Background: an optimization exercise with open tools, aiming at small area, a short achievable clock period and few clock cycles per item. Do not read the settings as production practice.

## try-delta
## aes_top
module aes_top (
    input          clk,
    input          rst_n,
    input          start,
    input  [127:0] plaintext,
    input  [127:0] cipher_key,
    output [127:0] ciphertext,
    output         done
);
Size in the first run: ~280 flip-flops, ~0.038 sq mm of cells after synthesis.
==> flow/config.mk <==
export PLATFORM = sky130hd
export DESIGN_NAME = aes_top
export DESIGN_NICKNAME = aes_top
export VERILOG_FILES = /design/flow/design.v
export SDC_FILE = /design/flow/constraint.sdc
export NUM_CORES = 8
export LEC_CHECK = 0
export ABC_AREA = 0
export CAP_MARGIN = 20
export CORE_MARGIN = 2
export CORE_UTILIZATION = 40
export SETUP_SLACK_MARGIN = 1.25
export SLEW_MARGIN = 20
export SYNTH_HIERARCHICAL = 1
export SYNTH_MINIMUM_KEEP_SIZE = 0
==> flow/constraint.sdc <==
create_clock -name core_clock -period 7.0 [get_ports {clk}]
set_input_delay 1.4000 -clock core_clock [delete_from_list [all_inputs] [get_ports {clk}]]
set_output_delay 1.4000 -clock core_clock [all_outputs]
set_load 0.01 [all_outputs]
standard.sh (not shown) runs the stock make flow with config.mk's settings and CLKGATE_MAP_FILE= SYNTH_SCRIPT=/design/flow/synth_recipe.tcl, a recipe that flattens the netlist after the stock synthesis.
==> flow/flow/run.sh <==
#!/bin/bash
# The standard layout (standard.sh) with two changes:
#  - every input and output port gets a buf_1 as its port buffer instead of
#    the default clkdlybuf4s50_1;
#  - no timing repair at floorplan (REMOVE_ABC_BUFFERS=1): its wire-load
#    estimates are pessimistic; timing is repaired after placement instead.
set -euo pipefail
bash standard.sh "BUFFER_PORTS_ARGS=-buffer_cell sky130_fd_sc_hd__buf_1" \
  REMOVE_ABC_BUFFERS=1 finish > layout.log 2>&1
Edits applied to the flow inputs when going from try-delta to try-zinc:
- SETUP_SLACK_MARGIN now 0.75, was 1.25
Going from try-delta to try-zinc, smallest setup slack after layout went down; sequential cell area went down; synthesized cell count did not really move. Compared with try-delta, try-zinc improves total wirelength of the detailed-routed design. Going from try-delta to try-zinc, transition time at the pin with the least slew margin saw a decrease, via count of the first global-routing pass about even. The start point of the critical path comes out r_q[103] in one run and cipher_key[73] in the other, namely in try-zinc and try-delta respectively. Comparing try-delta and try-zinc, the higher maximum clock skew at final layout was measured on try-delta. First-pass GRT wire length essentially unchanged between try-zinc and try-delta.
Here is what was changed in the inputs of try-fjord compared with try-zinc.
- SETUP_SLACK_MARGIN changed from 0.75 to 1.5
Notes after the runs:
- try-fjord: post-route fraction of the period consumed by the critical path lower than try-zinc
- Looking at launch point of the critical path, the cipher_key[70] result is from try-fjord; the r_q[103] one comes from try-zinc.
- try-fjord vs try-zinc: sum of met3 wire segment lengths after detailed routing up
- Relative to try-zinc, aggregate global-route resource usage has increased by 0.16 points in try-fjord.
- Worst hold margin down 3.2 ps in try-fjord wrt try-zinc
- try-zinc tops out at a lower clock frequency than try-fjord.
Here is what was changed in the inputs of try-umber compared with try-fjord.
- SETUP_SLACK_MARGIN now 1.75, was 1.5
- try-umber vs. try-fjord: via count went up by 525; wire length of the first global-routing pass saw an increase; worst hold slack across all endpoints level; clock-pin slew reported for the worst setup and hold paths after clock tree synthesis neither gained nor lost much.
- A last element of the critical path of r_q[69] is what try-fjord shows, while r_q[58] belongs to try-umber.
- Compared with try-fjord, try-umber shows a higher number of stages on the worst setup path.
- Count of buffers not belonging to the clock network in the layout (try-umber vs. try-fjord) increases by more than 10%
- try-umber: design area is 5.9% higher than what try-fjord reported.
Function was not checked in any run of this note: the RTL went through the layout flow alone.

---

aes_top, a different RTL version from the one above (not shown whole).
Size in the first run: roughly 4,200 cells after synthesis, ~270 flip-flops, roughly 390 I/O pins, about 0.037 sq mm of cells after synthesis.
Settings: LEC_CHECK=0, ABC_AREA=0, CAP_MARGIN=20, CORE_MARGIN=2, CORE_UTILIZATION=40, GPL_TIMING_DRIVEN=0, SLEW_MARGIN=20, SYNTH_HIERARCHICAL=1, SYNTH_MINIMUM_KEEP_SIZE=0; clock period 7.0 ns.
run.sh (not shown) runs the stock make flow with config.mk's settings and CLKGATE_MAP_FILE= SYNTH_SCRIPT=/design/flow/synth_recipe.tcl, a recipe that flattens the netlist after the stock synthesis.
Stock flow here: none of the scripts above is used.
Rerun with:
--- a/flow/config.mk
+++ b/flow/config.mk
@@ -11,3 +11,2 @@
 export CORE_UTILIZATION = 40
-export GPL_TIMING_DRIVEN = 0
 export SLEW_MARGIN = 20
Hold slack gets worse by 27 ps.
Cell area went up by 1.6%.
Critical path depth went down by 1.
Sequential share of layout area went down by 0.18 points.
No functional check of the RTL was part of any run of this note.

-- afterwards: timing with drivers on the ports --
The flow's constraints put no driver on any port. The routed layouts listed below were extracted and timed again, unchanged, in two steps.
Step 1 (the two cells are an assumption about what drives the block):
set clk [get_ports {clk}]
set_driving_cell -lib_cell sky130_fd_sc_hd__clkbuf_16 $clk
set_driving_cell -lib_cell sky130_fd_sc_hd__buf_2 [delete_from_list [all_inputs] $clk]
Step 2 times the ports against the registers' clock, not the clock port: input delays grow and output delays shrink by t, the midpoint of the rising clock arrivals with the driver on.
a / b / c = no drivers / after step 1 / after step 2; a / b = the first two.
run	t, ns	setup slack, ns	worst setup path at the end	worst register clock-pin slew, ns
try-delta	0.617	1.399 / 1.438 / 0.821	input to register	0.07 / 0.07
try-zinc	0.617	1.029 / 1.029 / 0.484	input to register	0.07 / 0.07
try-fjord	0.620	1.602 / 1.639 / 1.019	input to register	0.07 / 0.07
try-umber	0.618	1.822 / 1.822 / 1.270	input to register	0.07 / 0.07
the first run of note 2	0.607	0.169 / 0.169 / -0.399	input to register	0.07 / 0.07
the second run of note 2	0.625	0.520 / 0.520 / -0.044	input to register	0.06 / 0.06
With both steps, setup timing fails in the first run of note 2 and the second run of note 2, where it was met with ideal ports. For try-fjord, which loses most, drivers alone change the setup slack by +0.037 ns; drivers and shift together by -0.583 ns.
